What follows belongs to an exercise in optimizing a design on an open flow for small area and a short achievable clock period; a production flow would make more cautious choices.
At most, simulation tests tie the RTL to the original design; equivalence was not proved.
Only the layout flow was run in run 6; the RTL was not checked for function there.
Power is estimated from default activity; no workload was simulated.

===== flow/design.v =====
module PE (
    input  wire         Clock,
    input  wire         rst_n,
    input  wire         data_clear,
    input  wire         en_b_shift_bottom,
    input  wire         en_shift_right,
    input  wire         en_shift_bottom,
    input  wire [3:0]   step,        
    input  wire         busy,        
    input  wire         load,        
    input  wire         valid,       
    input  wire [15:0]  b_in,
    input  wire [15:0]  a_in,
    input  wire [15:0]  ps_in,
    output wire [15:0]  a_shift_to_right,
    output wire [15:0]  b_shift_to_bottom,
    output wire [15:0]  partial_sum_to_bottom
);
    reg [15:0] a_reg;
    reg [15:0] b_reg;
    reg [15:0] acc;
    reg [15:0] ps_reg;
    always @(posedge Clock)
        if (en_shift_right) a_reg <= a_in;
    always @(posedge Clock)
        if (en_b_shift_bottom) b_reg <= b_in;
    assign a_shift_to_right  = a_reg;
    assign b_shift_to_bottom = b_reg;
    wire [4:0] bsel = ({5{step[0]}} & b_reg[15:11])
                    | ({5{step[1]}} & b_reg[11:7])
                    | ({5{step[2]}} & b_reg[7:3])
                    | ({5{step[3]}} & {b_reg[3:0], 1'b0});
    wire [5:0] dnext = {bsel[4] & ~(bsel[3] & bsel[2]),                                    
                        (bsel[4] & ~bsel[3] & ~bsel[2]) | (~bsel[4] & bsel[3] & bsel[2]),  
                        bsel[3] ^ bsel[2],                                                 
                        bsel[2] & ~(bsel[1] & bsel[0]),                                    
                        (bsel[2] & ~bsel[1] & ~bsel[0]) | (~bsel[2] & bsel[1] & bsel[0]),  
                        bsel[1] ^ bsel[0]};                                                
    reg  [5:0] dq;
    always @(posedge Clock or negedge rst_n) begin
        if (!rst_n)
            dq <= 6'd0;
        else if (load | data_clear)
            dq <= 6'd0;
        else
            dq <= dnext & {6{valid}};
    end
    wire one_l = dq[0], two_l = dq[1], neg_l = dq[2];
    wire one_h = dq[3], two_h = dq[4], neg_h = dq[5];
    wire [15:0] a2  = {a_reg[14:0], 1'b0};
    wire [15:0] rl  = (({16{one_l}} & a_reg) | ({16{two_l}} & a2)) ^ {16{neg_l}};
    wire [15:0] rh  = (({16{one_h}} & a_reg) | ({16{two_h}} & a2)) ^ {16{neg_h}};
    wire [15:0] r0  = {acc[11:0], 1'b0, neg_h, 1'b0, neg_l};
    wire [15:0] r1  = rl;
    wire [15:0] r2  = {rh[13:0], 2'b00};
    wire [15:0] s2  = r0 ^ r1 ^ r2;
    wire [15:0] c2  = {(r0[14:0] & r1[14:0]) | (r0[14:0] & r2[14:0]) | (r1[14:0] & r2[14:0]), 1'b0};
    wire [15:0] acc_sum;
    assign acc_sum = s2 + c2;
    always @(posedge Clock or negedge rst_n) begin
        if (!rst_n)
            acc <= 16'd0;
        else if (load | data_clear)
            acc <= 16'd0;
        else if (busy)
            acc <= acc_sum;
    end
    wire [15:0] ps_sum;
    assign ps_sum = ps_in + acc;
    always @(posedge Clock or negedge rst_n) begin
        if (!rst_n)
            ps_reg <= 16'd0;
        else if (data_clear)
            ps_reg <= 16'd0;
        else if (en_shift_bottom)
            ps_reg <= ps_sum;
    end
    assign partial_sum_to_bottom = ps_reg;
endmodule
`timescale 1ns / 1ps
module SystolicArray4x4 (
    input  wire         Clock,
    input  wire         rst_n,
    input  wire         data_clear,
    input  wire         en_b_shift_bottom,
    input  wire         en_shift_right,
    input  wire         en_shift_bottom,
    input  wire [63:0]  a_left_in_flat,
    input  wire [63:0]  b_top_in_flat,
    input  wire [63:0]  ps_top_in_flat,
    output wire [63:0]  ps_bottom_out_flat
);
    reg [3:0] nz_a;
    reg [3:0] nz_b;
    reg [3:0] step;
    reg       busy;
    wire [3:0] nz_a_next = data_clear ? 4'b0000 :
                           en_shift_right ? {nz_a[2:0], 1'b1} : nz_a;
    wire [3:0] nz_b_next = en_b_shift_bottom ? {nz_b[2:0], 1'b1} : nz_b;
    always @(posedge Clock or negedge rst_n) begin
        if (!rst_n) begin
            nz_a <= 4'b0000;
            nz_b <= 4'b0000;
        end else begin
            nz_a <= nz_a_next;
            nz_b <= nz_b_next;
        end
    end
    wire load = en_shift_right | en_b_shift_bottom;
    always @(posedge Clock or negedge rst_n) begin
        if (!rst_n) begin
            step <= 4'd0;
            busy <= 1'b0;
        end else if (load) begin
            step <= 4'b0001;
            busy <= 1'b0;
        end else begin
            step <= {step[2:0], 1'b0};
            busy <= |step;
        end
    end
    wire [15:0] a_wire  [0:3][0:3];
    wire [15:0] b_wire  [0:3][0:3];
    wire [15:0] ps_wire [0:3][0:3];
    genvar r, c;
    generate
        for (r = 0; r < 4; r = r + 1) begin : ROW_BLOCK
            for (c = 0; c < 4; c = c + 1) begin : COL_BLOCK
                wire [15:0] a_in  = (c == 0) ? a_left_in_flat[16*r +: 16] : a_wire[r][c-1];
                wire [15:0] b_in  = (r == 0) ? b_top_in_flat[16*c +: 16]  : b_wire[r-1][c];
                wire [15:0] ps_in = (r == 0) ? ps_top_in_flat[16*c +: 16] : ps_wire[r-1][c];
                PE u_pe (
                    .Clock                  (Clock),
                    .rst_n                  (rst_n),
                    .data_clear             (data_clear),
                    .en_b_shift_bottom      (en_b_shift_bottom),
                    .en_shift_right         (en_shift_right),
                    .en_shift_bottom        (en_shift_bottom),
                    .step                   (step),
                    .busy                   (busy),
                    .load                   (load),
                    .valid                  (nz_a[c] & nz_b[r]),
                    .b_in                   (b_in),
                    .a_in                   (a_in),
                    .ps_in                  (ps_in),
                    .a_shift_to_right       (a_wire[r][c]),
                    .b_shift_to_bottom      (b_wire[r][c]),
                    .partial_sum_to_bottom  (ps_wire[r][c])
                );
            end
        end
        for (c = 0; c < 4; c = c + 1) begin : OUT_MAP
            assign ps_bottom_out_flat[16*c +: 16] = ps_wire[3][c];
        end
    endgenerate
endmodule

===== flow/constraint.sdc =====
create_clock -name core_clock -period 5.8 [get_ports {Clock}]
set_input_delay 1.1600 -clock core_clock [delete_from_list [all_inputs] [get_ports {Clock}]]
set_output_delay 1.1600 -clock core_clock [all_outputs]
set_load 0.01 [all_outputs]

===== flow/run.sh =====
#!/bin/bash
# synth_recipe.tcl (not shown) runs the flow's synth.tcl, then flattens the netlist and writes it again
# the make line also repeats each setting of config.mk as NAME=value (left out here)
make -C /OpenROAD-flow-scripts/flow DESIGN_CONFIG=/design/flow/config.mk WORK_HOME=/design/flow/orfs CLKGATE_MAP_FILE= SYNTH_SCRIPT=/design/flow/synth_recipe.tcl finish

===== flow/config.mk =====
export PLATFORM = sky130hd
export DESIGN_NAME = SystolicArray4x4
export DESIGN_NICKNAME = SystolicArray4x4
export VERILOG_FILES = /design/flow/design.v
export SDC_FILE = /design/flow/constraint.sdc
export NUM_CORES = 4
export LEC_CHECK = 0
export CAP_MARGIN = 20
export CORE_MARGIN = 2
export CORE_UTILIZATION = 40
export PLACE_DENSITY = 0.6
export SETUP_SLACK_MARGIN = 3.2
export SLEW_MARGIN = 20

==> results of run 1 <==
## final cells by class
cell class / count / area, sq um / share of cell area (%)
flip-flops and latches: 1133 / 31100 / 33.1
clock buffers: 187 / 3710 / 3.95
well taps: 2495 / 3120 / 3.32
multi-input cells: 5256 / 46000 / 48.9
repair buffers: 809 / 7070 / 7.53
clock inverters: 53 / 663 / 0.706
inverters: 610 / 2300 / 2.45
## power groups by stage
stage	sequential, mW	clock, mW	combinational (mW)
final	9.19	8.49	1.86
after global routing	9.23	8.96	1.99
after CTS	9.19	8.67	1.80
after floorplan	9.13	0	0.887
after global placement	9.35	0	1.62
after detailed placement	9.36	0	1.64
## routing by layer
| metal | vias to the layer above | track usage [%] | routed length (microns) |
|---|---|---|---|
| met5 | - | 0 | 13 |
| met2 | 1721 | 39.8 | 113000 |
| li1 | 27600 | - | - |
| met3 | 402 | 3.07 | 12200 |
| met1 | 29500 | 32.1 | 104000 |
| met4 | 2 | 9.92 | 10500 |
## worst min-delay path by stage
stage	from	endpoint	depth (start not counted)
after floorplan	ROW_BLOCK[0].COL_BLOCK[1].u_pe.b_reg[5]$_DFFE_PP_	ROW_BLOCK[1].COL_BLOCK[1].u_pe.b_reg[5]$_DFFE_PP_	0
after global placement	ROW_BLOCK[2].COL_BLOCK[3].u_pe.b_reg[0]$_DFFE_PP_	ROW_BLOCK[3].COL_BLOCK[3].u_pe.b_reg[0]$_DFFE_PP_	0
after detailed placement	ROW_BLOCK[1].COL_BLOCK[0].u_pe.b_reg[6]$_DFFE_PP_	ROW_BLOCK[2].COL_BLOCK[0].u_pe.b_reg[6]$_DFFE_PP_	0
after CTS	rst_n	ROW_BLOCK[0].COL_BLOCK[3].u_pe.ps_reg[13]$_DFFE_PN0P_	1
after global routing	ROW_BLOCK[2].COL_BLOCK[3].u_pe.b_reg[1]$_DFFE_PP_	ROW_BLOCK[3].COL_BLOCK[3].u_pe.b_reg[1]$_DFFE_PP_	0
final	rst_n	ROW_BLOCK[0].COL_BLOCK[3].u_pe.ps_reg[13]$_DFFE_PN0P_	1
## kinds of logic (layout without fill, tap and decap cells)
family | after synthesis | count (layout) | synth area share (%)
compound gates | 1959 | 1959 | 17.9
simple gates | 1528 | 1529 | 9.62
xor+xnor | 824 | 824 | 9.88
fa+ha+maj | 704 | 704 | 13.6
flops | 1133 | 1133 | 41.0
mux | 240 | 240 | 3.21
buf+inv | 943 | 1659 | 4.78
## cell usage in the layout, fill, tap and decap left out, drive strengths merged, types with 63 or more instances in the layout
cell           synthesis  layout
a211oi                78      78
clkdlybuf4s50          0     174
nor3                 143     143
xnor2                378     378
buf                  117     613
a31oi                103     103
a21oi                380     380
a21o                 198     198
a22oi                548     548
clkbuf               216     191
edfxtp               512     512
mux2i                225     225
nand2b                62      63
ha                   512     512
o21a                  67      67
fa                   192     192
inv                  610     616
dfrtp                621     621
nand2                366     366
nand3                122     122
o21ai                243     243
xor2                 430     430
nor2                 493     493
## worst reg2reg max path: cells and delay by family (launching register included)
kind,cells,cell delay (ns)
adder cells (fa/ha/maj),2,0.64
flip-flops,1,0.47
AO/OA/AOI/OAI,5,1.26
XOR/XNOR,1,0.26
AND/OR/NAND/NOR,3,0.47
buffers and inverters,1,0.08
## what timing repair did
action	in CTS	in global routing
gates resized for setup	765	318
buffers inserted	381	109
hold endpoints to repair	0	0
setup endpoints to repair	303	257
gates cloned	1	0
pin swaps	281	274
## metrics by stage
step | instances | hold slack [ns] | utilization, %
floorplan | 7331 | 0.427 | -
global placement | 9812 | 0.431 | 44.0
detailed placement | 9812 | 0.433 | 44.0
CTS | 10400 | 0.401 | 48.8
global route | 10500 | 0.453 | 50.1
finish | 10500 | 0.436 | 50.1
==> notes.md, run 1 <==
- The run finished with no timing, DRC or antenna violations.
- The congestion estimate from routability-driven global placement came to 0.937.
- During placement, the flow inserted port buffers numbering 261.
- The total negative slack is 0 ns.
- The post-layout total power is 19.5 mW.
- The slowest stage of the critical path is the dfrtp_2 cell.
- The number of hold-slack violations in the final timing report is 0.
- At the placement stage, the worst setup path has a slack of 1.85 ns.
- When the netlist entered floorplanning its net count stood at 8233.
- The count of flip-flops with a built-in enable after synthesis is 512.
- The maximum number of pins on one net before global-route repair is 170.
- The maximum cell stage delay along the critical path is 0.47 ns.
- The total detailed-routing wirelength is 239000 microns.
- The final layout contains 8844 nets.
- The cell area after placement is 82500 sq um.
- Hold repair after CTS inserted 0 buffers.
- The type of the setup path with the least slack is flop to flop.
- The peak clock frequency supported by timing is 0.298 GHz.
- The worst pin sits at a relative slew slack of 23.2%.
- The critical path launch point is ROW_BLOCK[2].COL_BLOCK[3].u_pe.dq[0]$_DFF_PN0_.
- 0 antenna diodes ended up in the layout.
- The minimum clock period after layout is 3.36 ns.
- The share of synthesized area occupied by flip-flops and latches is 41.0%.
- Sequential cells account for 47.1% of the total power.
- The post-synthesis to final-layout area growth is 24.6%.
- The total overflow reported by the global router is 0.
- The critical path's top delay family is compound AO/OA/AOI/OAI gates.
- Setup violations remaining at the end of the flow were counted as 0.
- The CTS tree is done.
- The required time at the endpoint of the critical path is 6.42 ns.
- The post-route clock period utilization is 57.9%.
- The maximum level of the CTS H-tree is 4.
- The power per cell area is 208 nW/um^2.
- The synthesized instance count is 7331.
- The register-to-register setup slack is 2.44 ns.
- Across the VDD grid, the largest voltage drop is 0.202 mV.
- The floorplan step set the die height to 438 microns.
- The core outline area is 187000 sq um.
- Combinational logic is responsible for 9.5% of the overall power.
- The post-route clock skew is 0.0379 ns.
- The share of flip-flops with an asynchronous set or reset after synthesis is 54.8%.
- The clock root buffer is clkbuf_16.
- The DRC violation count after routing is 0.
- For this run, the total global-route usage over all layers was measured as 24.1%.
- The area of the mapped netlist is 75400 sq um.
- Clock tree synthesis inserted a total of 132 buffers.
- The worst setup path is captured at a flop.
- Setup repair after global routing could not meet its margin everywhere.
- In the synthesized netlist the dominant register cell turns out to be dfrtp_1.
- The number of cells on the worst reg-to-reg path is 12.
- The cell accounting for the most synthesized area is dfrtp_1.
- The signal arrival time at the worst endpoint is 3.97 ns.
- After routing the design area is 93900 sq um.
- The overall die width is 438 microns.
- Pin placement for this block handled 262 I/O pins.
- The logic depth of the worst path, buffers included is 12.
- The number of max-cap violations is 0.
- The slew at the pin with the worst max-slew slack is 1.15 ns.
- The analysis attributes to cell leakage a power of 40.1 nW.
- In this run the power spent charging and discharging nets is 5.02 mW.
- The initial antenna violation count is 6.
- The first global-routing pass estimated 358000 microns of wire.
- The count of fill cells added during filler insertion is 16700.
- The initial core utilization is 40.2%.
- The via count of the first global-routing pass is 58700.
- The internal portion of the total power is 14.5 mW.
- The ratio of routed vias to standard cells is 5.62.
- The slack of the critical path is 2.44 ns.
- The number of synthesis warnings is 2.
- The most common cell in the netlist is dfrtp_1.
- Together, buffers and inverters on the worst path number 1.
- The critical path goes through a22oi_2 -> xor2_1 -> fa_1 -> inv_2 -> ha_4 -> and3_4 -> a221o_1 -> o31ai_4 -> a31oi_4 -> a21oi_2 -> and4b_1 -> nor4_2.
- The path class of the tightest hold or removal check is input pin to asynchronous set/reset pin.
- In the post-synthesis netlist, the biggest area contributors are dfrtp_1 (21%), edfxtp_1 (20%), ha_1 (8.5%), a22oi_1 (5.4%), fa_1 (5.1%).
- The worst register-to-register path begins at ROW_BLOCK[2].COL_BLOCK[3].u_pe.dq[0]$_DFF_PN0_.
- Net switching is 25.7% of the power.
- The clock slew seen by the registers of the worst setup and hold paths is 0.06 ns.
- The clock network is responsible for 43.4% of the overall power.
- The die covers 192000 sq um.
- Once detail routing completed, the nets flagged for antenna violations numbered 0.
- The number of clock sinks is 1133.
- By count the netlist is led by dfrtp_1 (621), inv_1 (608), a22oi_1 (544).
- The clock latency on the worst-skew pair is 0.79 ns.
- The most critical setup path has its endpoint at ROW_BLOCK[2].COL_BLOCK[3].u_pe.acc[15]$_DFFE_PN0P_.
- After floorplanning, the core was divided into 159 placement rows.
- The endpoint of the worst register-to-register path is ROW_BLOCK[2].COL_BLOCK[3].u_pe.acc[15]$_DFFE_PN0P_.
- The kind of start point of the critical path is a flop.
- The overall via count from detail_route is 59200.
- After legalization and detailed placement, the total HPWL measured 169000 microns.
- The final max-slew violation count is 0.
- After the first detailed-routing iteration, the DRC count stood at 4474.
- In the final layout, the share of cells above drive strength 1 is 22.3%.
- After detailed routing, the average wire length per cell comes to 22.7 microns.
- In this run, distinct cell masters in the synthesized netlist total 85.
- The clock tree buffer depth is 3.
- The synthesized design contains 1133 register bits.
- The mean area per synthesized cell is 10.3 sq um.
- The number of iterations in the first detailed-routing pass is 8.
- The biggest fanout along the worst timing path is 8.
- The proportion of netlist area held by the largest area contributor is 20.6%.
==> run 2, diff against run 1 <==
--- a/flow/config.mk
+++ b/flow/config.mk
@@ -11,3 +11,3 @@
 export PLACE_DENSITY = 0.6
-export SETUP_SLACK_MARGIN = 3.2
+export SETUP_SLACK_MARGIN = 2.4
 export SLEW_MARGIN = 20
==> run 2 against run 1 <==
Still clean on timing, DRC and antenna. Sequential cell count unchanged. Clock power about the same. Wire length decreased by 6.0%. Cell count decreased by 2.4%. Synthesized cell count unchanged. Critical endpoint is now ROW_BLOCK[2].COL_BLOCK[1].u_pe.acc[15]$_DFFE_PN0P_. Largest cell class unchanged.
==> notes.md, run 2 <==
- The flow ran to the end and the layout has no timing, DRC or antenna violations.
- The synthesized instance count is 7331 (unchanged).
- The worst register-to-register path ends at ROW_BLOCK[2].COL_BLOCK[1].u_pe.acc[15]$_DFFE_PN0P_.
- Yosys instantiated no cell more often than dfrtp_1.
- The maximum level of the CTS H-tree is 4 (unchanged).
- The layout cell share with drive strength beyond 1 is 10.5% (-12 points).
- The number of hold-slack violations in the final timing report is 0 (unchanged).
- The register-to-register setup slack is 2.36 ns (-0.08 ns).
- The post-route clock period utilization is 59.3% (+1.4 points).
- The required time at the endpoint of the critical path is 6.48 ns (+0.06 ns).
- The max-slew headroom at the worst pin was 15.5% (-7.7 points).
- The leakage power is 38.6 nW (-3.8%).
- The y dimension of the die is 438 microns (unchanged).
- Leaving out fill and tap cells, the most frequent cell in the layout is inv_1.
- The count of fill cells added during filler insertion was 17300 (+3.6%).
- TritonCTS built the clock tree.
- The number of nets at the end of the flow was 8578 (-3.0%).
- Ranked by instance count, the synthesized netlist is headed by dfrtp_1 (621), inv_1 (608), a22oi_1 (544).
- The area of the mapped netlist is 75400 sq um (unchanged).
- The count of buffer and inverter cells on the critical path came to 2 (+1).
- The worst ir drop on vdd came to 0.210 mV (+3.8%).
- The I/O pin total is 262 (unchanged).
- The power per cell area is 221 nW/um^2 (+6.3%).
- The initial antenna violation count is 3 (-3).
- The post-detailed-placement half-perimeter wirelength came to 165000 microns (-2.5%).
- The clock tree buffer depth is 3 (unchanged).
- In this design, the largest share of critical-path delay is due to compound AO/OA/AOI/OAI gates.
- The number of iterations in the first detailed-routing pass is 5 (-3).
- The post-synthesis to final-layout area growth is 16.3%.
- The total overflow reported by the global router is 0 (unchanged).
- The number of max-cap violations is 0 (unchanged).
- The proportion of netlist area held by the largest area contributor is 20.6% (unchanged).
- The overall die width is 438 microns (unchanged).
- The number of clock sinks is 1133 (unchanged).
- The TritonCTS buffer count is 134 (+1.5%).
- The peak clock frequency supported by timing is 0.291 GHz (-2.4%).
- The die area was 192000 sq um (unchanged).
- The clock latency on the worst-skew pair is 0.81 ns (+0.02 ns).
- The initial core utilization is 40.2% (unchanged).
- The first-pass GRT wire length came to 339000 microns (-5.4%).
- The overall via count from detail_route is 57800 (-2.3%).
- The DRC violation count after routing is 0 (unchanged).
- The core outline area is 187000 sq um (unchanged).
- The flip-flop and latch count after synthesis is 1133 (unchanged).
- The kind of start point of the critical path is a flop.
- The count of flip-flops with a built-in enable after synthesis is 512 (unchanged).
- The total global-route track usage is 22.8% (-1.3 points).
- The number of standard cells in the layout, taps in and fillers out came to 10300 (-2.4%).
- The total nets after synthesis is 8233 (unchanged).
- The biggest fanout along the worst timing path is 5 (-3).
- The average wire length per cell after detail routing is 21.9 microns (-3.6%).
- The cell total after placement was 9803 (-0.092%).
- The mean area per synthesized cell was 10.3 sq um (unchanged).
- Setup repair after global routing could not meet its margin everywhere.
- The maximum number of pins on one net before global-route repair is 181 (+6.5%).
- The flip-flop cell with the highest count after synthesis is dfrtp_1.
- The worst hold path belongs to the class input pin to asynchronous set/reset pin.
- The final max-slew violation count is 0 (unchanged).
- The slew at the pin with the worst max-slew slack was 1.27 ns (+0.116 ns).
- The final instance area is 87600 sq um (-6.7%).
- The number of cells on the worst reg-to-reg path is 13 (+1).
- Yosys attributes the largest share of cell area to dfrtp_1 (21%), edfxtp_1 (20%), ha_1 (8.5%), a22oi_1 (5.4%), fa_1 (5.1%).
- The ratio of routed vias to standard cells was 5.62 (about the same).
- The post-route antenna net violation count came to 0 (unchanged).
- The cell accounting for the most synthesized area is dfrtp_1.
- The tree is rooted in a clkbuf_16.
- The maximum cell stage delay along the critical path is 0.49 ns (+0.02 ns).
- The total detailed-routing wirelength was 225000 microns (-6.0%).
- The placer congestion estimate is 0.923 (-1.5%).
- The number of core rows is 159 (unchanged).
- The post-route clock skew is 0.0577 ns (+0.0197 ns).
- The final setup violation count is 0 (unchanged).
- The clock slew seen by the registers of the worst setup and hold paths was 0.06 ns (about the same).
- The share of synthesized area occupied by flip-flops and latches is 41.0% (unchanged).
- The beginning of the worst register-to-register path is ROW_BLOCK[2].COL_BLOCK[1].u_pe.a_reg[3]$_DFFE_PP_.
- The number of synthesis warnings is 2 (unchanged).
- The critical path goes through buf_4 -> a22oi_2 -> xor2_1 -> fa_1 -> inv_1 -> ha_1 -> and3_1 -> a22oi_2 -> a21oi_1 -> a31oi_2 -> a21oi_1 -> o2111a_1 -> nor4_1.
- Among all stages on the critical path, the largest delay is contributed by fa_1.
- The cell area after placement is 80400 sq um (-2.5%).
- The DRC violation total after the first TritonRoute iteration came to 5220 (+17%).
- The signal arrival time at the worst endpoint came to 4.12 ns (+0.15 ns).
- STA classifies the critical path endpoint as a flop.
- The hold-fix buffer count after cts is 0 (unchanged).
- The via count of the first global-routing pass was 55300 (-5.7%).
- The share of flip-flops with an asynchronous set or reset after synthesis is 54.8% (unchanged).
- The minimum clock period after layout came to 3.44 ns (+0.0819 ns).
- The number of distinct library cells after synthesis is 85 (unchanged).
- The number of I/O port buffers is 261 (unchanged).
- The worst setup path is of the flop to flop kind.
- The total negative slack is 0 ns (unchanged).
- In the layout the commonest cells are inv_1 (605), dfrtp_1 (523), edfxtp_1 (512), ha_1 (491), nor2_1 (487).
run 2: logic make-up (layout without fill, tap and decap cells):
group,after synthesis,in the layout,synth area share (%)
AO/OA/AOI/OAI,1959,1959,17.9
XOR/XNOR,824,824,9.88
adder cells (fa/ha/maj),704,704,13.6
buffers and inverters,943,1402,4.78
flip-flops,1133,1133,41.0
multiplexers,240,240,3.21
other,0,2,0
AND/OR/NAND/NOR,1528,1528,9.62
run 2: where the power goes:
group          internal, mW  switching [mW]  leakage, nW
Sequential             8.79           0.393         13.4
Clock                  4.85            3.66         2.18
Combinational         0.633            1.06         23.0
run 2: repair_timing:
action | CTS | global route
pin swaps | 8 | 58
setup buffers | 72 | 158
gates resized for setup | 106 | 168
setup endpoints to repair | 66 | 73
run 2: through the flow:
step	power [mW]	utilization [%]	worst slack, ns	hold slack, ns
floorplan	9.96	-	2.40	0.427
global placement	10.9	42.9	1.88	0.430
detailed placement	10.9	42.9	1.88	0.435
CTS	19.5	45.7	2.36	0.320
global route	20.1	46.8	2.29	0.356
finish	19.4	46.8	2.36	0.349
run 2: layout make-up:
type	instances	area, sq um	area share, %
inverter	610	2300	2.62
sequential	1133	31100	35.4
timing repair buffer	542	4900	5.59
multi-input combinational	5255	41800	47.7
clock inverter	73	800	0.912
clock buffer	177	3660	4.17
antenna	2	5.00	0.00571
tap	2495	3120	3.56
run 2: worst register-to-register path, delay by kind of cell (launching register included):
kind,cells,cell delay (ns)
AO/OA/AOI/OAI,6,1.13
XOR/XNOR,1,0.10
adder cells (fa/ha/maj),2,0.84
buffers and inverters,2,0.22
flip-flops,1,0.47
AND/OR/NAND/NOR,2,0.56
run 2: worst max-delay path by stage:
stage | from | end | slack (ns) | cells after the start
floorplan | ROW_BLOCK[3].COL_BLOCK[2].u_pe.dq[5]$_DFF_PN0_ | ROW_BLOCK[3].COL_BLOCK[2].u_pe.acc[15]$_DFFE_PN0P_ | 2.40 | 13
global placement | en_b_shift_bottom | ROW_BLOCK[3].COL_BLOCK[1].u_pe.acc[14]$_DFFE_PN0P_ | 1.88 | 6
detailed placement | en_b_shift_bottom | ROW_BLOCK[3].COL_BLOCK[1].u_pe.acc[14]$_DFFE_PN0P_ | 1.88 | 6
CTS | ROW_BLOCK[2].COL_BLOCK[0].u_pe.a_reg[3]$_DFFE_PP_ | ROW_BLOCK[2].COL_BLOCK[0].u_pe.acc[15]$_DFFE_PN0P_ | 2.36 | 12
global route | ROW_BLOCK[1].COL_BLOCK[3].u_pe.dq[3]$_DFF_PN0_ | ROW_BLOCK[1].COL_BLOCK[3].u_pe.acc[15]$_DFFE_PN0P_ | 2.29 | 12
finish | ROW_BLOCK[2].COL_BLOCK[1].u_pe.a_reg[3]$_DFFE_PP_ | ROW_BLOCK[2].COL_BLOCK[1].u_pe.acc[15]$_DFFE_PN0P_ | 2.36 | 13
run 2: routing by layer:
layer | vias to the layer above | wire length [microns] | track usage [%]
met5 | - | 0 | 0
met4 | 0 | 7980 | 7.94
met3 | 336 | 12100 | 2.99
met2 | 1782 | 105000 | 36.4
met1 | 28600 | 100000 | 31.8
li1 | 27100 | - | -
==> run 3, diff against run 2 <==
--- a/flow/config.mk
+++ b/flow/config.mk
@@ -11,3 +11,3 @@
 export PLACE_DENSITY = 0.6
-export SETUP_SLACK_MARGIN = 2.4
+export SETUP_SLACK_MARGIN = 2.8
 export SLEW_MARGIN = 20
==> run 3 against run 2 <==
Still clean. Core utilization is 2.6 points higher. Synthesized area is the same. Maximum frequency up 6.8%. Power rose by 1.4%. Via count grew 2.3%. Cell count is 2.2% higher.
==> notes.md, run 3 <==
- The worst setup path is captured at a flop.
- The clock slew seen by the registers of the worst setup and hold paths is 0.06 ns (about the same).
- The first-pass GRT wire length is 351000 microns (+3.6%).
- Setup repair after global routing could not meet its margin everywhere.
- TritonCTS built the clock tree.
- The total overflow reported by the global router is 0 (unchanged).
- The final setup violation count came to 0 (unchanged).
- The peak clock frequency supported by timing is 0.311 GHz (+6.8%).
- The post-synthesis to final-layout area growth is 22.9%.
- The via count of the first global-routing pass is 57500 (+3.8%).
- The kind of start point of the critical path is a flop.
- The TritonCTS buffer count is 132 (-1.5%).
- The y dimension of the die is 438 microns (unchanged).
- The number of max-cap violations is 0 (unchanged).
- The minimum clock period after layout is 3.22 ns (-0.220 ns).
- The die area was 192000 sq um (unchanged).
- The total negative slack was 0 ns (unchanged).
- The number of synthesis warnings is 2 (unchanged).
- The slack of the critical path is 2.58 ns (+0.220 ns).
- The total detailed-routing wirelength was 235000 microns (+4.3%).
- The flip-flop and latch count after synthesis is 1133 (unchanged).
- The initial antenna violation count was 2 (-1).
- The clock tree buffer depth is 3 (unchanged).
- By count the netlist is led by dfrtp_1 (621), inv_1 (608), a22oi_1 (544).
- The initial core utilization was 40.2% (unchanged).
- The register-to-register setup slack is 2.58 ns (+0.22 ns).
- The placer congestion estimate came to 0.915 (-0.87%).
- The hold-fix buffer count after cts is 0 (unchanged).
- The count of flip-flops with a built-in enable after synthesis came to 512 (unchanged).
- The most used flip-flop cell after synthesis is dfrtp_1.
- The power per cell area was 212 nW/um^2 (-4.0%).
- The number of clock sinks is 1133 (unchanged).
- The post-route clock skew is 0.0338 ns (-0.0239 ns).
- The cell total after placement is 9807 (+0.041%).
- The I/O pin total is 262 (unchanged).
- The number of distinct library cells after synthesis is 85 (unchanged).
- The maximum number of pins on one net before global-route repair is 145 (-20%).
- The maximum level of the CTS H-tree is 4 (unchanged).
- The fraction of the mapped netlist area in compound gates is 17.9% (unchanged).
- The worst ir drop on vdd is 0.199 mV (-5.1%).
- The share of synthesized area occupied by flip-flops and latches is 41.0% (unchanged).
- The combinational family with the most area after synthesis is compound AO/OA/AOI/OAI gates.
- The number of nets at the end of the flow came to 8806 (+2.7%).
- The ratio of routed vias to standard cells came to 5.63 (+0.12%).
- The biggest fanout along the worst timing path is 6 (+1).
- The final instance area is 92600 sq um (+5.6%).
- The mean area per synthesized cell came to 10.3 sq um (unchanged).
- The average wire length per cell after detail routing is 22.4 microns (+2.1%).
- The leakage power was 39.6 nW (+2.6%).
- The total global-route track usage is 23.7% (+0.85 points).
- The core outline area is 187000 sq um (unchanged).
- The post-route antenna net violation count is 0 (unchanged).
- The max-slew headroom at the worst pin came to 18.3% (+2.8 points).
- The xor-xnor portion of the synthesized cell area is 9.88% (unchanged).
- In the post-synthesis netlist, the biggest area contributors are dfrtp_1 (21%), edfxtp_1 (20%), ha_1 (8.5%), a22oi_1 (5.4%), fa_1 (5.1%).
- The overall via count from detail_route came to 59200 (+2.3%).
- The synthesized instance count is 7331 (unchanged).
- The most common cell in the netlist is dfrtp_1.
- The library cell used most frequently in the layout, excluding fill and tap cells, is inv_1.
- The area of the mapped netlist is 75400 sq um (unchanged).
- The fraction of the mapped netlist area in simple logic gates is 9.62% (unchanged).
- The worst slack after detailed placement is 1.75 ns (-0.121 ns).
- The cell accounting for the most synthesized area is dfrtp_1.
- The type of the setup path with the least slack is flop to flop.
- The DRC violation total after the first TritonRoute iteration came to 4329 (-17%).
- The final max-slew violation count is 0 (unchanged).
- The number of I/O port buffers was 261 (unchanged).
- The worst hold-check slack is 0.369 ns (+0.0196 ns).
- The portion of netlist area occupied by mux cells came to 3.21% (unchanged).
- The number of standard cells in the layout, taps in and fillers out came to 10500 (+2.2%).
- The post-route clock period utilization was 55.5% (-3.8 points).
- The slew at the pin with the worst max-slew slack came to 1.23 ns (-0.0418 ns).
- The utilization of the core after routing was 49.4% (+2.6 points).
- The post-layout total power is 19.6 mW (+1.4%).
- The count of fill cells added during filler insertion is 16800 (-2.7%).
- The number of hold-slack violations in the final timing report came to 0 (unchanged).
- The cell area after placement is 81100 sq um (+0.90%).
- The share of flip-flops with an asynchronous set or reset after synthesis came to 54.8% (unchanged).
- The synthesized-area fraction occupied by adder cells is 13.6% (unchanged).
- The DRC violation count after routing came to 0 (unchanged).
- The worst min-delay path class is input pin to asynchronous set/reset pin.
- The tree is rooted in a clkbuf_16.
- The post-detailed-placement half-perimeter wirelength was 167000 microns (+1.0%).
- The overall die width was 438 microns (unchanged).
- The proportion of netlist area held by the largest area contributor is 20.6% (unchanged).
- The total nets after synthesis came to 8233 (unchanged).
- The layout cell share with drive strength beyond 1 is 19.0% (+8.5 points).
- The flow ran to the end and the layout has no timing, DRC or antenna violations.
- The clock latency on the worst-skew pair is 0.80 ns (about the same).
- The required time at the endpoint of the critical path is 6.44 ns (-0.04 ns).
- The signal arrival time at the worst endpoint is 3.86 ns (-0.26 ns).
- The number of core rows is 159 (unchanged).
- The number of iterations in the first detailed-routing pass is 6 (+1).
- Leaving out fill and tap cells, the most frequent cells in the layout are inv_1 (548), dfrtp_1 (516), edfxtp_1 (512), nor2_1 (481), buf_4 (431).
==> run 3: final cells by class <==
class | count | area, sq um | share of cell area (%)
antenna | 1 | 2.50 | 0.00270
clock buffer | 165 | 3590 | 3.88
clock inverter | 80 | 942 | 1.02
inverter | 610 | 2300 | 2.48
multi-input combinational | 5256 | 44700 | 48.3
sequential | 1133 | 31100 | 33.6
tap | 2495 | 3120 | 3.37
timing repair buffer | 771 | 6800 | 7.35
==> run 3: timing repair <==
item / CTS / global route
gates resized for setup: 449 / 368
cloned: 1 / 1
pin swaps: 322 / 319
endpoints found under the setup margin: 151 / 214
buffers inserted: 342 / 114
==> run 3: per-layer routing <==
metal,part of all wire [%],track usage (%),vias to the layer above
met4,3.8,8.69,4
met2,47,38.4,1821
met3,5.3,3.21,395
met5,0.014,0,-
li1,-,-,27600
met1,44,32.2,29300
==> run 3: kinds of logic after synthesis <==
logic type      Yosys count
compound gates         1959
flops                  1133
xor+xnor                824
simple gates           1528
mux                     240
fa+ha+maj               704
buf+inv                 943
==> run 3: worst max-delay path, cell delays in order, from the launching register on <==
cell	delay [ns]
dfrtp_2	0.47
a22oi_2	0.26
xor2_2	0.11
fa_1	0.55
inv_2	0.04
ha_4	0.22
and3_4	0.16
a221o_1	0.40
buf_6	0.17
o31a_1	0.26
o21ai_2	0.16
a211oi_2	0.09
a21oi_1	0.13
nor2_1	0.05
==> run 3: report_power, final <==
group | switching [mW] | internal [mW] | leakage, nW | total [mW]
clock | 3.69 | 4.94 | 2.20 | 8.63
sequential | 0.398 | 8.79 | 13.4 | 9.19
combinational | 1.12 | 0.707 | 24.1 | 1.83
==> run 3: final timing paths <==
kind                                                                    start                                                  to  cells after the start
max                            ROW_BLOCK[2].COL_BLOCK[3].u_pe.dq[3]$_DFF_PN0_  ROW_BLOCK[2].COL_BLOCK[3].u_pe.acc[11]$_DFFE_PN0P_                     13
min reg2reg                ROW_BLOCK[2].COL_BLOCK[3].u_pe.b_reg[10]$_DFFE_PP_  ROW_BLOCK[3].COL_BLOCK[3].u_pe.b_reg[10]$_DFFE_PP_                      0
max reg2reg                    ROW_BLOCK[2].COL_BLOCK[3].u_pe.dq[3]$_DFF_PN0_  ROW_BLOCK[2].COL_BLOCK[3].u_pe.acc[11]$_DFFE_PN0P_                     13
min                                                                     rst_n  ROW_BLOCK[3].COL_BLOCK[3].u_pe.acc[10]$_DFFE_PN0P_                      1
min in group core_clock    ROW_BLOCK[2].COL_BLOCK[3].u_pe.b_reg[10]$_DFFE_PP_  ROW_BLOCK[3].COL_BLOCK[3].u_pe.b_reg[10]$_DFFE_PP_                      0
max in group asynchronous                                               rst_n      ROW_BLOCK[0].COL_BLOCK[3].u_pe.dq[0]$_DFF_PN0_                      2
==> run 4, diff against run 3 <==
==> flow/flow/run.sh (new file) <==
#!/bin/bash
# Layout flow: the standard ORFS flow, with plain buffers (instead of
# delay cells) on the ports. Each step's full output goes to its own log here.
set -euo pipefail
bash standard.sh synth > flow_synth.log 2>&1
bash standard.sh 'BUFFER_PORTS_ARGS=-buffer_cell sky130_fd_sc_hd__buf_2' finish > flow_layout.log 2>&1
==> flow/standard.sh (new file) <==
#!/bin/bash
# synth_recipe.tcl (not shown) runs the flow's synth.tcl, then flattens the netlist and writes it again
# the make line also repeats each setting of config.mk as NAME=value (left out here)
make -C /OpenROAD-flow-scripts/flow DESIGN_CONFIG=/design/flow/config.mk WORK_HOME=/design/flow/orfs CLKGATE_MAP_FILE= SYNTH_SCRIPT=/design/flow/synth_recipe.tcl "${@:-finish}"
removed: flow/run.sh
==> run 4 against run 3 <==
Still clean. Maximum frequency fell by 1.8%. Combinational power shrank 5%. Synthesized area stayed put. Worst setup slack lost 0.060 ns. Largest power group unchanged.
==> notes.md, run 4 <==
- The run finished with no timing, DRC or antenna violations.
- The maximum cell stage delay along the critical path is 0.49 ns (-0.06 ns).
- The average wire length per cell after detail routing was 22.4 microns (+0.17%).
- The number of synthesis warnings is 2 (unchanged).
- The clock latency on the worst-skew pair was 0.80 ns (about the same).
- The max-slew headroom at the worst pin is 18.9% (+0.65 points).
- Grouping stages by cell kind, the critical path spends the most delay in compound AO/OA/AOI/OAI gates.
- The number of nets at the end of the flow is 8785 (-0.24%).
- The number of max-cap violations is 0 (unchanged).
- The post-route clock skew is 0.0212 ns (-0.0126 ns).
- The total nets after synthesis was 8233 (unchanged).
- The flip-flop and latch count after synthesis is 1133 (unchanged).
- The area growth from synthesis to layout is 20.8%.
- STA classifies the critical path endpoint as a flop.
- The length of routed met3 wiring is 12700 microns (+1.0%).
- The most common cell in the netlist is dfrtp_1.
- The cell accounting for the most synthesized area is dfrtp_1.
- The final setup violation count came to 0 (unchanged).
- The post-route clock period utilization is 56.5% (+1.0 points).
- The signal arrival time at the worst endpoint was 3.97 ns (+0.11 ns).
- The die area was 192000 sq um (unchanged).
- The peak clock frequency supported by timing came to 0.305 GHz (-1.8%).
- The tree is rooted in a clkbuf_16.
- The placer congestion estimate came to 0.935 (+2.2%).
- The min-delay analysis places its worst path in the category input pin to asynchronous set/reset pin.
- The initial antenna violation count is 2 (unchanged).
- For this run, the leading register cell type out of synthesis is dfrtp_1.
- The number of hold-slack violations in the final timing report came to 0 (unchanged).
- The synthesized instance count is 7331 (unchanged).
- The overall die width is 438 microns (unchanged).
- The number of iterations in the first detailed-routing pass is 6 (unchanged).
- The required time at the endpoint of the critical path is 6.49 ns (+0.05 ns).
- The total global-route track usage is 23.7% (+0.032 points).
- The overall via count from detail_route is 59400 (+0.48%).
- The power per cell area is 211 nW/um^2 (-0.52%).
- The maximum number of pins on one net before global-route repair is 157 (+8.3%).
- The TritonCTS buffer count came to 134 (+1.5%).
- The clock slew seen by the registers of the worst setup and hold paths is 0.06 ns (about the same).
- The biggest fanout along the worst timing path is 11 (+5).
- The clock tree buffer depth was 3 (unchanged).
- The number of I/O port buffers is 261 (unchanged).
- The kind of start point of the critical path is a flop.
- The area of the mapped netlist is 75400 sq um (unchanged).
- TritonCTS built the clock tree.
- The leakage power was 39.7 nW (+0.19%).
- In the post-synthesis netlist, the biggest area contributors are dfrtp_1 (21%), edfxtp_1 (20%), ha_1 (8.5%), a22oi_1 (5.4%), fa_1 (5.1%).
- The utilization of the core after routing is 48.6% (-0.81 points).
- The commonest cells after synthesis are dfrtp_1 (621), inv_1 (608), a22oi_1 (544).
- The layout cell share with drive strength beyond 1 is 21.7% (+2.7 points).
- The hold-fix buffer count after cts is 0 (unchanged).
- The most frequent standard cell in the layout excluding fill and tap cells is inv_1.
- The maximum level of the CTS H-tree is 4 (unchanged).
- The y dimension of the die is 438 microns (unchanged).
- The minimum clock period after layout is 3.28 ns (+0.0601 ns).
- The DRC violation count after routing was 0 (unchanged).
- The first-pass GRT wire length is 353000 microns (+0.50%).
- The highest signal layer in the routed design is met4.
- The register-to-register setup slack is 2.52 ns (-0.06 ns).
- In the layout the commonest cells are inv_1 (546), dfrtp_1 (520), edfxtp_1 (512), nor2_1 (479), ha_1 (412).
- The count of fill cells added during filler insertion is 16900 (+0.39%).
- The DRC violation total after the first TritonRoute iteration is 5034 (+16%).
- The sum of met2 wire segment lengths after detailed routing is 110000 microns (-0.57%).
- The worst ir drop on vdd is 0.234 mV (+18%).
- The post-route antenna net violation count is 0 (unchanged).
- The post-layout total power was 19.2 mW (-2.2%).
- The most repeated library cell on the critical path is a21oi_2.
- The via count of the first global-routing pass was 58100 (+1.1%).
- The share of flip-flops with an asynchronous set or reset after synthesis is 54.8% (unchanged).
- The total detailed-routing wirelength is 235000 microns (about the same).
- The post-detailed-placement half-perimeter wirelength is 167000 microns (about the same).
- The initial core utilization is 40.2% (unchanged).
- The proportion of netlist area held by the largest area contributor is 20.6% (unchanged).
- The mean area per synthesized cell is 10.3 sq um (unchanged).
- Walking the worst path, the cells encountered are buf_4 -> a22oi_1 -> xor2_1 -> fa_1 -> inv_1 -> ha_1 -> o21ai_0 -> a21oi_2 -> o31ai_2 -> a31oi_1 -> a21oi_2 -> and4b_1 -> nor4_1.
- The type of the setup path with the least slack is flop to flop.
- The total overflow reported by the global router is 0 (unchanged).
- The ratio of routed vias to standard cells came to 5.67 (+0.70%).
- The number of distinct library cells after synthesis was 85 (unchanged).
- The number of clock sinks is 1133 (unchanged).
- The count of flip-flops with a built-in enable after synthesis is 512 (unchanged).
- The total negative slack is 0 ns (unchanged).
- The I/O pin total is 262 (unchanged).
- The share of synthesized area occupied by flip-flops and latches is 41.0% (unchanged).
- Setup repair after global routing could not meet its margin everywhere.
- The slew at the pin with the worst max-slew slack is 1.22 ns (-0.00978 ns).
- The met1 routed wirelength after detailed routing was 103000 microns (+0.17%).
- The final max-slew violation count was 0 (unchanged).
- The core outline area is 187000 sq um (unchanged).
- The number of core rows is 159 (unchanged).
- The count of buffer and inverter cells on the critical path was 2 (unchanged).
- For this design, the slowest cell found on the critical path is fa_1.
[run 4: changes by cell type in the layout (fill, tap and decap cells not counted), moves of 8 or more]
cell / delta
a21oi_2: -13
a21oi_4: +10
a22oi_1: +15
a22oi_2: -15
buf_2: +256
buf_4: -47
buf_6: +22
clkdlybuf4s50_1: -254
clkinv_2: +8
ha_1: +12
[run 4: where the power goes]
group / switching (mW) / internal, mW
Clock: 3.62 / 4.68
Combinational: 1.13 / 0.618
Sequential: 0.390 / 8.79
Total: 5.13 / 14.1
[run 4: what timing repair did]
item                       CTS  global route
buffers inserted           328           106
resized for setup          471           368
setup endpoints to repair  145           144
pin swaps                  337           359
gates cloned                 0             1
[run 4: cell families after synthesis]
family	after synthesis	synth area share, %
simple gates	1528	9.62
compound gates	1959	17.9
xor+xnor	824	9.88
flops	1133	41.0
fa+ha+maj	704	13.6
mux	240	3.21
buf+inv	943	4.78
[run 4: path summary, 6_finish.rpt]
path	start	to	cells past startpoint
max	ROW_BLOCK[2].COL_BLOCK[3].u_pe.dq[1]$_DFF_PN0_	ROW_BLOCK[2].COL_BLOCK[3].u_pe.acc[15]$_DFFE_PN0P_	13
min	rst_n	ROW_BLOCK[3].COL_BLOCK[3].u_pe.ps_reg[4]$_DFFE_PN0P_	1
max reg2reg	ROW_BLOCK[2].COL_BLOCK[3].u_pe.dq[1]$_DFF_PN0_	ROW_BLOCK[2].COL_BLOCK[3].u_pe.acc[15]$_DFFE_PN0P_	13
min reg2reg	ROW_BLOCK[0].COL_BLOCK[0].u_pe.b_reg[13]$_DFFE_PP_	ROW_BLOCK[1].COL_BLOCK[0].u_pe.b_reg[13]$_DFFE_PP_	0
max in group asynchronous	rst_n	ROW_BLOCK[3].COL_BLOCK[0].u_pe.dq[2]$_DFF_PN0_	2
min in group core_clock	ROW_BLOCK[0].COL_BLOCK[0].u_pe.b_reg[13]$_DFFE_PP_	ROW_BLOCK[1].COL_BLOCK[0].u_pe.b_reg[13]$_DFFE_PP_	0
[run 4: metal layers]
metal | vias to the layer above | track usage [%]
li1 | 27500 | -
met1 | 29500 | 32.6
met2 | 1990 | 38.2
met3 | 423 | 2.84
met4 | 0 | 8.81
met5 | - | 0
[run 4: worst reg2reg max path, stage by stage, from the launching register on]
cell and delay (ns):
dfrtp_2 0.45, buf_4 0.20, a22oi_1 0.24, xor2_1 0.14, fa_1 0.49, inv_1 0.04, ha_1 0.33, o21ai_0 0.22
a21oi_2 0.20, o31ai_2 0.09, a31oi_1 0.26, a21oi_2 0.09, and4b_1 0.21, nor4_1 0.21
[run 4: cell type report]
| class | count | area (sq um) | area share, % |
|---|---|---|---|
| Antenna cell | 1 | 2.50 | 0.00275 |
| Clock buffer | 167 | 3560 | 3.91 |
| Clock inverter | 78 | 702 | 0.771 |
| Inverter | 610 | 2300 | 2.52 |
| Multi-Input combinational cell | 5255 | 44800 | 49.2 |
| Sequential cell | 1133 | 31100 | 34.1 |
| Tap cell | 2495 | 3120 | 3.43 |
| Timing Repair Buffer | 749 | 5490 | 6.03 |
[run 4: through the flow]
step / hold WS (ns) / std cells / setup WS, ns / cell area [sq um]
after CTS: 0.376 / 10400 / 2.56 / 88500
final: 0.383 / 10500 / 2.52 / 91100
after global routing: 0.409 / 10500 / 2.35 / 91100
after floorplan: 0.427 / 7331 / 2.68 / 76400
after global placement: 0.431 / 9805 / 2.18 / 79900
after detailed placement: 0.434 / 9807 / 2.12 / 79900
==> run 5, diff against run 4 <==
--- a/flow/config.mk
+++ b/flow/config.mk
@@ -7,2 +7,3 @@
 export LEC_CHECK = 0
+export ABC_AREA = 1
 export CAP_MARGIN = 20
==> run 5 against run 4 <==
Still clean. First-iteration DRC count increased by 30%. Maximum frequency grew 7.0%. Final area rose by 4.0%. Via count is 13% higher. Cell count is 17% higher. Clock-buffer cell count rose by 10. Clock power up 11%. Sequential power about the same. Worst setup slack better by 0.21 ns. Synthesized cell count grew 24%.
==> notes.md, run 5 <==
- The cell-internal power is 14.7 mW (+4.5%).
- The count of flip-flops with a built-in enable after synthesis is 512 (unchanged).
- The biggest fanout along the worst timing path was 6 (-5).
- The post-layout total power is 20.0 mW (+4.1%).
- By count the netlist is led by nand2_1 (1838), inv_1 (1329), dfrtp_1 (621).
- The clock latency on the worst-skew pair is 0.81 ns (about the same).
- The cell sitting at the root of the clock tree is a clkbuf_16.
- The beginning of the worst register-to-register path is ROW_BLOCK[1].COL_BLOCK[2].u_pe.dq[3]$_DFF_PN0_.
- After synthesis, the cell types taking the most area are dfrtp_1 (20%), edfxtp_1 (20%), nand2_1 (8.9%), ha_1 (8.3%), inv_1 (6.5%).
- The register-to-register setup slack came to 2.74 ns (+0.21 ns).
- The slowest stage of the critical path is the fa_1 cell.
- The placer congestion estimate is 0.962 (+2.9%).
- The total overflow reported by the global router is 0 (unchanged).
- The peak clock frequency supported by timing came to 0.326 GHz (+7.0%).
- The y dimension of the die is 443 microns (+1.2%).
- The count of fill cells added during filler insertion is 17900 (+6.0%).
- The overall die width is 443 microns (+1.2%).
- The average wire length per cell after detail routing is 22.3 microns (-0.34%).
- The initial core utilization is 40.2% (-0.061 points).
- The max-slew headroom at the worst pin is 27.3% (+8.3 points).
- The share of flip-flops with an asynchronous set or reset after synthesis is 54.8% (unchanged).
- The area of the mapped netlist is 77200 sq um (+2.4%).
- The initial antenna violation count is 11 (+9).
- The flip-flop and latch count after synthesis is 1133 (unchanged).
- The die area came to 196000 sq um (+2.4%).
- The TritonCTS buffer count is 139 (+3.7%).
- The hold-fix buffer count after cts is 0 (unchanged).
- The DRC violation count after routing is 0 (unchanged).
- The number of nets at the end of the flow is 10600 (+20%).
- The DRC violation total after the first TritonRoute iteration came to 6533 (+30%).
- The synthesized instance count is 9084 (+24%).
- The total global-route track usage is 26.4% (+2.7 points).
- The worst slack after detailed placement is 2.00 ns (-0.120 ns).
- The fraction of the mapped netlist area in compound gates was 16.6% (-1.3 points).
- The number of hold-slack violations in the final timing report is 0 (unchanged).
- The maximum level of the CTS H-tree is 4 (unchanged).
- The sequential share of power was 45.7% (-2.1 points).
- The proportion of netlist area held by the largest area contributor is 20.1% (-0.48 points).
- The layout cell share with drive strength beyond 1 is 20.9% (-0.83 points).
- The post-route clock period utilization was 52.8% (-3.7 points).
- The I/O pin total was 262 (unchanged).
- The power per cell area is 211 nW/um^2 (about the same).
- The post-route clock skew is 0.0228 ns (+0.00161 ns).
- The total negative slack is 0 ns (unchanged).
- The overall via count from detail_route is 67300 (+13%).
- The number of I/O port buffers is 261 (unchanged).
- The critical path goes through clkinvlp_4 -> buf_4 -> o22ai_1 -> xor2_1 -> fa_1 -> inv_2 -> ha_4 -> clkinvlp_4 -> nor3_4 -> inv_1 -> nor2_1 -> nand2_1 -> nand4_1 -> nand2_1 -> nand2_1 -> o21ai_1.
- The number of distinct library cells after synthesis is 53 (-38%).
- The combinational share of power came to 8.3% (-0.8 points).
- The library cells used most frequently in the layout, excluding fill and tap cells, are nand2_1 (1788), inv_1 (1178), dfrtp_1 (542), nor2_1 (542), edfxtp_1 (512).
- The flip-flop cell with the highest count after synthesis is dfrtp_1.
- The worst register-to-register path ends at ROW_BLOCK[1].COL_BLOCK[2].u_pe.acc[15]$_DFFE_PN0P_.
- The maximum number of pins on one net before global-route repair is 193 (+23%).
- The number of iterations in the first detailed-routing pass was 6 (unchanged).
- The number of synthesis warnings was 2 (unchanged).
- Setup repair after global routing could not meet its margin everywhere.
- The maximum cell stage delay along the critical path is 0.55 ns (+0.06 ns).
- The number of clock sinks is 1133 (unchanged).
- The via count of the first global-routing pass was 62900 (+8.2%).
- The cell accounting for the most synthesized area is dfrtp_1.
- The worst setup path is launched from a flop.
- The ratio of routed vias to standard cells is 5.46 (-3.6%).
- The final setup violation count is 0 (unchanged).
- The worst ir drop on vdd was 0.321 mV (+37%).
- The power spent charging and discharging nets came to 5.28 mW (+2.9%).
- The number of core rows was 161 (+1.3%).
- The CTS tree is done.
- The clock tree buffer depth is 3 (unchanged).
- The fraction of the mapped netlist area in simple logic gates was 15.9% (+6.3 points).
- The core outline area is 192000 sq um (+2.5%).
- The first-pass GRT wire length is 397000 microns (+12%).
- The net switching share of the total power is 26.4% (-0.30 points).
- The post-detailed-placement half-perimeter wirelength came to 204000 microns (+22%).
- The synthesized-area fraction occupied by adder cells was 13.3% (-0.32 points).
- The portion of netlist area occupied by mux cells is 0% (-3.2 points).
- The slew at the pin with the worst max-slew slack is 1.08 ns (-0.134 ns).
- The clock slew seen by the registers of the worst setup and hold paths is 0.06 ns (about the same).
- The number of max-cap violations is 0 (unchanged).
- The minimum clock period after layout is 3.06 ns (-0.214 ns).
- The proportion of power drawn by the clock network is 45.9% (+2.7 points).
- The final max-slew violation count is 0 (unchanged).
- The nature of the critical path endpoint is a flop.
- The most common cell in the netlist is nand2_1.
- By area, the combinational part of the netlist is dominated by compound AO/OA/AOI/OAI gates.
- The total nets after synthesis is 9986 (+21%).
- The type of the setup path with the least slack is flop to flop.
- The required time at the endpoint of the critical path is 6.49 ns (about the same).
- The mean area per synthesized cell is 8.50 sq um (-17%).
- The most repeated library cell on the critical path is nand2_1.
- The path class of the tightest hold or removal check is input pin to asynchronous set/reset pin.
- The slack of the critical path is 2.74 ns (+0.214 ns).
- The worst hold-check slack is 0.343 ns (-0.0397 ns).
- The run finished with no timing, DRC or antenna violations.
- The number of cells on the worst reg-to-reg path is 16 (+3).
- The most frequent standard cell in the layout excluding fill and tap cells is nand2_1.
- The post-synthesis to final-layout area growth is 22.8%.
- The share of synthesized area occupied by flip-flops and latches is 40.1% (-0.96 points).
- The signal arrival time at the worst endpoint is 3.75 ns (-0.22 ns).
- The xor-xnor portion of the synthesized cell area came to 5.96% (-3.9 points).
- The total detailed-routing wirelength was 275000 microns (+17%).
- The leakage power is 42.9 nW (+8.0%).
- The post-route antenna net violation count came to 0 (unchanged).
==> run 5: logic make-up (layout without fill, tap and decap cells) <==
logic type | Yosys count | count (layout)
simple gates | 3000 | 3000
compound gates | 2112 | 2112
flops | 1133 | 1133
xor+xnor | 525 | 525
buf+inv | 1610 | 2304
other cells | 0 | 7
fa+ha+maj | 704 | 704
==> run 5: worst max-delay path by stage <==
stage | from | end | slack, ns | cells past startpoint
2_1_floorplan | ROW_BLOCK[3].COL_BLOCK[3].u_pe.dq[0]$_DFF_PN0_ | ROW_BLOCK[3].COL_BLOCK[3].u_pe.acc[14]$_DFFE_PN0P_ | 2.94 | 15
3_3_place_gp | data_clear | ROW_BLOCK[0].COL_BLOCK[2].u_pe.ps_reg[1]$_DFFE_PN0P_ | 2.08 | 6
3_5_place_dp | data_clear | ROW_BLOCK[0].COL_BLOCK[2].u_pe.ps_reg[14]$_DFFE_PN0P_ | 2.00 | 7
4_1_cts | ROW_BLOCK[2].COL_BLOCK[1].u_pe.dq[3]$_DFF_PN0_ | ROW_BLOCK[2].COL_BLOCK[1].u_pe.acc[13]$_DFFE_PN0P_ | 2.71 | 13
5_1_grt | ROW_BLOCK[1].COL_BLOCK[2].u_pe.dq[3]$_DFF_PN0_ | ROW_BLOCK[1].COL_BLOCK[2].u_pe.acc[15]$_DFFE_PN0P_ | 2.58 | 16
6_report | ROW_BLOCK[1].COL_BLOCK[2].u_pe.dq[3]$_DFF_PN0_ | ROW_BLOCK[1].COL_BLOCK[2].u_pe.acc[15]$_DFFE_PN0P_ | 2.74 | 16
==> run 5: final cells by class <==
cell class	instances	area [sq um]	area share [%]
clock buffer	177	3810	4.02
inverter	1353	5400	5.70
timing repair inverter	38	285	0.301
timing repair buffer	657	4820	5.09
clock inverter	79	971	1.02
tap	2526	3160	3.34
sequential	1133	31000	32.7
multi-input combinational	6341	45300	47.8
antenna	7	17.5	0.0185
==> run 5: per-layer routing <==
| metal | global-route usage [%] | up-vias | share of wire, % |
|---|---|---|---|
| met5 | 0 | - | 0.0076 |
| met4 | 9.99 | 4 | 4.4 |
| met3 | 4.08 | 471 | 6.6 |
| met2 | 40.6 | 2470 | 45 |
| met1 | 37.4 | 32600 | 44 |
| li1 | - | 31800 | - |
==> run 5: worst max-delay path: cells and delay by family, from the launching register on <==
kind                     cells  cell delay, ns
XOR/XNOR                     1            0.14
buffers and inverters        5            0.70
AO/OA/AOI/OAI                2            0.27
flip-flops                   1            0.44
AND/OR/NAND/NOR              6            0.56
adder cells (fa/ha/maj)      2            0.83
==> run 5: through the flow <==
stage	area [sq um]	std cells	util, %
2_1_floorplan	77200	9084	-
3_3_place_gp	80800	11700	42.1
3_5_place_dp	80900	11700	42.1
4_1_cts	88000	12100	45.8
5_1_grt	94700	12300	49.3
6_report	94700	12300	49.3
==> run 5: repair_timing <==
action,CTS,global route
gates resized for setup,280,1042
endpoints found under the setup margin,146,294
setup buffers,168,191
gates cloned,27,12
pin swaps,21,401
==> run 5: power by group through the flow <==
stage               sequential, mW  combinational (mW)  clock [mW]
floorplan                     9.09               0.847           0
global placement              9.31                1.45           0
detailed placement            9.31                1.47           0
CTS                           9.16                1.51        9.36
global route                  9.18                1.83        9.69
finish                        9.15                1.67        9.20
==> run 6, diff against run 5 <==
--- a/flow/design.v
+++ b/flow/design.v
@@ -9,2 +9,3 @@
     input  wire         busy,        
+    input  wire         resolve,     
     input  wire         load,        
@@ -49,2 +50,3 @@
     wire one_h = dq[3], two_h = dq[4], neg_h = dq[5];
+    reg  [15:0] accc;
     wire [15:0] a2  = {a_reg[14:0], 1'b0};
@@ -53,18 +55,26 @@
     wire [15:0] r0  = {acc[11:0], 1'b0, neg_h, 1'b0, neg_l};
-    wire [15:0] r1  = rl;
+    wire [15:0] r0c = {accc[11:0], 4'b0000};
     wire [15:0] r2  = {rh[13:0], 2'b00};
-    wire [15:0] s2  = r0 ^ r1 ^ r2;
-    wire [15:0] c2  = {(r0[14:0] & r1[14:0]) | (r0[14:0] & r2[14:0]) | (r1[14:0] & r2[14:0]), 1'b0};
-    wire [15:0] acc_sum;
-    assign acc_sum = s2 + c2;
+    wire [15:0] s1  = r0 ^ r0c ^ rl;
+    wire [15:0] c1  = {(r0[14:0] & r0c[14:0]) | (r0[14:0] & rl[14:0]) | (r0c[14:0] & rl[14:0]), 1'b0};
+    wire [15:0] s2  = s1 ^ c1 ^ r2;
+    wire [15:0] c2  = {(s1[14:0] & c1[14:0]) | (s1[14:0] & r2[14:0]) | (c1[14:0] & r2[14:0]), 1'b0};
+    wire [15:0] ps_x = resolve ? accc : ps_in;
+    wire [15:0] ps_sum;
+    assign ps_sum = ps_x + acc;
     always @(posedge Clock or negedge rst_n) begin
-        if (!rst_n)
-            acc <= 16'd0;
-        else if (load | data_clear)
-            acc <= 16'd0;
-        else if (busy)
-            acc <= acc_sum;
+        if (!rst_n) begin
+            acc  <= 16'd0;
+            accc <= 16'd0;
+        end else if (data_clear) begin
+            acc  <= 16'd0;
+            accc <= 16'd0;
+        end else if (busy) begin
+            acc  <= s2;
+            accc <= c2;
+        end else if (resolve) begin
+            acc  <= ps_sum;
+            accc <= 16'd0;
+        end
     end
-    wire [15:0] ps_sum;
-    assign ps_sum = ps_in + acc;
     always @(posedge Clock or negedge rst_n) begin
@@ -96,2 +106,3 @@
     reg       busy;
+    reg       resolve;
     wire [3:0] nz_a_next = data_clear ? 4'b0000 :
@@ -113,2 +124,3 @@
             busy <= 1'b0;
+            resolve <= 1'b0;
         end else if (load) begin
@@ -116,2 +128,3 @@
             busy <= 1'b0;
+            resolve <= 1'b0;
         end else begin
@@ -119,2 +132,3 @@
             busy <= |step;
+            resolve <= busy & ~(|step);
         end
@@ -140,2 +154,3 @@
                     .busy                   (busy),
+                    .resolve                (resolve),
                     .load                   (load),
--- a/flow/config.mk
+++ b/flow/config.mk
@@ -7,3 +7,2 @@
 export LEC_CHECK = 0
-export ABC_AREA = 1
 export CAP_MARGIN = 20
@@ -12,3 +11,3 @@
 export PLACE_DENSITY = 0.6
-export SETUP_SLACK_MARGIN = 2.8
+export SETUP_SLACK_MARGIN = 3.0
 export SLEW_MARGIN = 20
==> run 6 against run 5 <==
Maximum frequency fell by 10%. Wire length rose by 5.9%. Still clean. Largest cell class unchanged. Clock-buffer cell count rose by 36. Critical path type unchanged. Sequential share of layout area rose by 2.4 points.
==> notes.md, run 6 <==
- The clock latency on the worst-skew pair was 0.83 ns (+0.02 ns).
- Yosys attributes the largest share of cell area to dfrtp_1 (26%), edfxtp_1 (19%), fa_1 (8.2%), ha_1 (5.6%), a22oi_1 (5.2%).
- The area of the mapped netlist is 82000 sq um (+6.2%).
- The biggest area contributor in the post-synthesis netlist is dfrtp_1.
- The total detailed-routing wirelength is 291000 microns (+5.9%).
- The biggest fanout along the worst timing path is 7 (+1).
- The number of core rows came to 166 (+3.1%).
- The DRC violation total after the first TritonRoute iteration was 6332 (-3.1%).
- The nature of the critical path endpoint is a flop.
- Yosys instantiated no cell more often than dfrtp_1.
- The flow ran to the end and the layout has no timing, DRC or antenna violations.
- The total overflow reported by the global router is 0 (unchanged).
- The ratio of routed vias to standard cells came to 5.87 (+7.4%).
- Following the worst setup path forward leads to its endpoint at ROW_BLOCK[1].COL_BLOCK[0].u_pe.acc[9]$_DFFE_PN0P_.
- The number of synthesis warnings is 2 (unchanged).
- The number of max-cap violations was 0 (unchanged).
- The total nets after synthesis is 8358 (-16%).
- The count of fill cells added during filler insertion is 17500 (-2.3%).
- The maximum cell stage delay along the critical path came to 0.57 ns (+0.02 ns).
- The number of nets at the end of the flow is 8923 (-16%).
- The placer congestion estimate is 0.916 (-4.8%).
- The clock slew seen by the registers of the worst setup and hold paths came to 0.06 ns (about the same).
- The hold-fix buffer count after cts was 0 (unchanged).
- The maximum level of the CTS H-tree is 4 (unchanged).
- The power per cell area is 233 nW/um^2 (+10%).
- The number of standard cells in the layout, taps in and fillers out came to 10800 (-12%).
- The total global-route track usage is 26.2% (-0.16 points).
- The overall via count from detail_route is 63600 (-5.5%).
- The final setup violation count was 0 (unchanged).
- The area of the multi-input gates is 49000 sq um (+8.2%).
- The number of I/O port buffers is 261 (unchanged).
- The number of hold-slack violations in the final timing report is 0 (unchanged).
- The post-detailed-placement half-perimeter wirelength was 187000 microns (-8.0%).
- The clock root buffer is clkbuf_16.
- The DRC violation count after routing came to 0 (unchanged).
- The proportion of power drawn by the clock network is 41.5% (-4.4 points).
- The share of flip-flops with an asynchronous set or reset after synthesis was 62.3% (+7.5 points).
- The y dimension of the die was 457 microns (+3.0%).
- The leakage power came to 41.6 nW (-3.0%).
- The critical path is of the flop to flop type.
- The post-route clock period utilization is 58.9% (+6.0 points).
- The master of the slowest instance on the critical path is dfrtp_4.
- The cell total after placement is 10000 (-14%).
- The peak clock frequency supported by timing is 0.293 GHz (-10%).
- The slew at the pin with the worst max-slew slack is 1.15 ns (+0.0688 ns).
- The first-pass GRT wire length came to 415000 microns (+4.7%).
- The critical path launch point is resolve$_DFF_PN0_.
- The worst ir drop on vdd is 0.247 mV (-23%).
- For this run, the leading register cell type out of synthesis is dfrtp_1.
- The cell-internal power is 17.6 mW (+19%).
- The most repeated library cell on the critical path is buf_6.
- The worst min-delay path class is input pin to asynchronous set/reset pin.
- The minimum clock period after layout is 3.41 ns (+0.350 ns).
- The flip-flop and latch count after synthesis is 1358 (+20%).
- The beginning of the worst register-to-register path is resolve$_DFF_PN0_.
- The kind of start point of the critical path is a flop.
- The core outline area is 204000 sq um (+6.2%).
- The sequential share of power is 45.3% (-0.4 points).
- The initial antenna violation count is 7 (-4).
- By count the netlist is led by dfrtp_1 (846), nor2_1 (661), a22oi_1 (564).
- The average wire length per cell after detail routing was 26.8 microns (+20%).
- The final max-slew violation count is 0 (unchanged).
- The number of distinct library cells after synthesis is 85 (+60%).
- The maximum number of pins on one net before global-route repair came to 186 (-3.6%).
- The number of cells on the worst reg-to-reg path came to 17 (+1).
- The max-slew headroom at the worst pin is 23.2% (-4.0 points).
- The library cell used most frequently in the layout, excluding fill and tap cells, is dfrtp_1.
- The die area is 209000 sq um (+6.2%).
- The combinational share of power is 13.2% (+4.9 points).
- The area taken by flip-flops and latches is 36600 sq um (+18%).
- In the layout the commonest cells are dfrtp_1 (839), nor2_1 (613), a22oi_1 (564), edfxtp_1 (512), inv_1 (400).
==> run 6: metal layers <==
| layer | up-vias | share of wire [%] | global-route usage (%) |
|---|---|---|---|
| met5 | - | 0.0093 | 0 |
| met4 | 4 | 5.5 | 11.8 |
| met1 | 32400 | 41 | 35.2 |
| li1 | 27800 | - | - |
| met2 | 2676 | 47 | 42.1 |
| met3 | 691 | 6.5 | 3.85 |
==> run 6: logic make-up after synthesis <==
kind of cell / count (synthesis) / share of synthesized area [%]
multiplexers: 497 / 6.40
flip-flops: 1358 / 44.6
AO/OA/AOI/OAI: 1829 / 15.6
adder cells (fa/ha/maj): 704 / 13.8
buffers and inverters: 881 / 4.05
AND/OR/NAND/NOR: 1440 / 7.61
XOR/XNOR: 747 / 7.98
==> run 6: worst max-delay path, delay by kind of cell (launching register included) <==
kind                       cells  cell delay (ns)
DFF                            1             0.57
adders and majority gates      1             0.18
muxes                          1             0.31
AOI/OAI and AO/OA              4             0.71
xor gates and xnor gates       1             0.18
and+or+nand+nor                2             0.22
buffers and inverters          8             1.07
==> run 6: through the flow <==
step	hold WS, ns	utilization (%)	instance area [sq um]	power [mW]	setup slack [ns]
floorplan	0.427	-	83900	12.4	2.45
global placement	0.430	42.8	87300	13.5	1.86
detailed placement	0.435	42.8	87300	13.6	1.74
CTS	0.362	48.7	99500	24.0	2.48
global route	0.398	50.9	104000	25.0	2.32
finish	0.367	50.9	104000	24.3	2.39
==> run 6: timing repair <==
action	4_1_cts	5_1_grt
endpoints found under the setup margin	671	585
cloned	30	23
pin swaps	378	397
setup buffers	298	176
gates resized for setup	715	496
==> run 6: worst min-delay path by stage <==
stage / startpoint / endpoint / slack, ns
2_1_floorplan: ROW_BLOCK[0].COL_BLOCK[0].u_pe.a_reg[15]$_DFFE_PP_ / ROW_BLOCK[0].COL_BLOCK[1].u_pe.a_reg[15]$_DFFE_PP_ / 0.43
3_3_place_gp: ROW_BLOCK[1].COL_BLOCK[1].u_pe.b_reg[6]$_DFFE_PP_ / ROW_BLOCK[2].COL_BLOCK[1].u_pe.b_reg[6]$_DFFE_PP_ / 0.43
3_5_place_dp: ROW_BLOCK[1].COL_BLOCK[2].u_pe.b_reg[15]$_DFFE_PP_ / ROW_BLOCK[2].COL_BLOCK[2].u_pe.b_reg[15]$_DFFE_PP_ / 0.44
4_1_cts: rst_n / ROW_BLOCK[0].COL_BLOCK[2].u_pe.ps_reg[10]$_DFFE_PN0P_ / 0.36
5_1_grt: rst_n / ROW_BLOCK[0].COL_BLOCK[3].u_pe.accc[13]$_DFFE_PN0P_ / 0.40
6_report: rst_n / ROW_BLOCK[0].COL_BLOCK[3].u_pe.accc[13]$_DFFE_PN0P_ / 0.37
==> run 6: layout make-up <==
class	instances	area share (%)
repair inverters	1	0.0193
diodes	3	0.00722
inverters	426	1.58
flip-flops and latches	1358	35.2
multi-input cells	5218	47.1
clock buffers	213	4.18
repair buffers	861	7.94
clock inverters	70	0.744
well taps	2688	3.24
==> run 6: power groups by stage <==
stage          clock network [mW]  logic [mW]  registers, mW
2_1_floorplan                   0        1.52           10.8
3_3_place_gp                    0        2.39           11.1
3_5_place_dp                    0        2.42           11.1
4_1_cts                      10.2        2.84           11.0
5_1_grt                      10.6        3.41           11.0
6_report                     10.1        3.20           11.0

-- port drivers added, routing unchanged --
No port has a modelled driver above. Below, the same layouts with a new extraction and two added sets of constraints.
Step 1 sets driving cells, clkbuf_16 on the clock port and buf_2 on the other inputs (assumed; they add their load-dependent delay and slew).
Step 2 also shifts input and output timing later by t, the mid clock arrival at the registers, as if the neighbouring blocks saw the same clock.
a / b / c = ideal ports / drivers / drivers and shift; a / b = the first two.
run | shift t [ns] | slack for setup (ns)
run 1 | 0.867 | 2.443 / 2.443 / 1.878
run 2 | 0.871 | 2.361 / 2.361 / 1.837
run 3 | 0.875 | 2.582 / 2.582 / 1.923
run 4 | 0.875 | 2.522 / 2.522 / 2.027
run 5 | 0.885 | 2.736 / 2.736 / 2.047
run 6 | 0.899 | 2.386 / 2.386 / 2.073
After both steps every run listed still meets setup and hold.
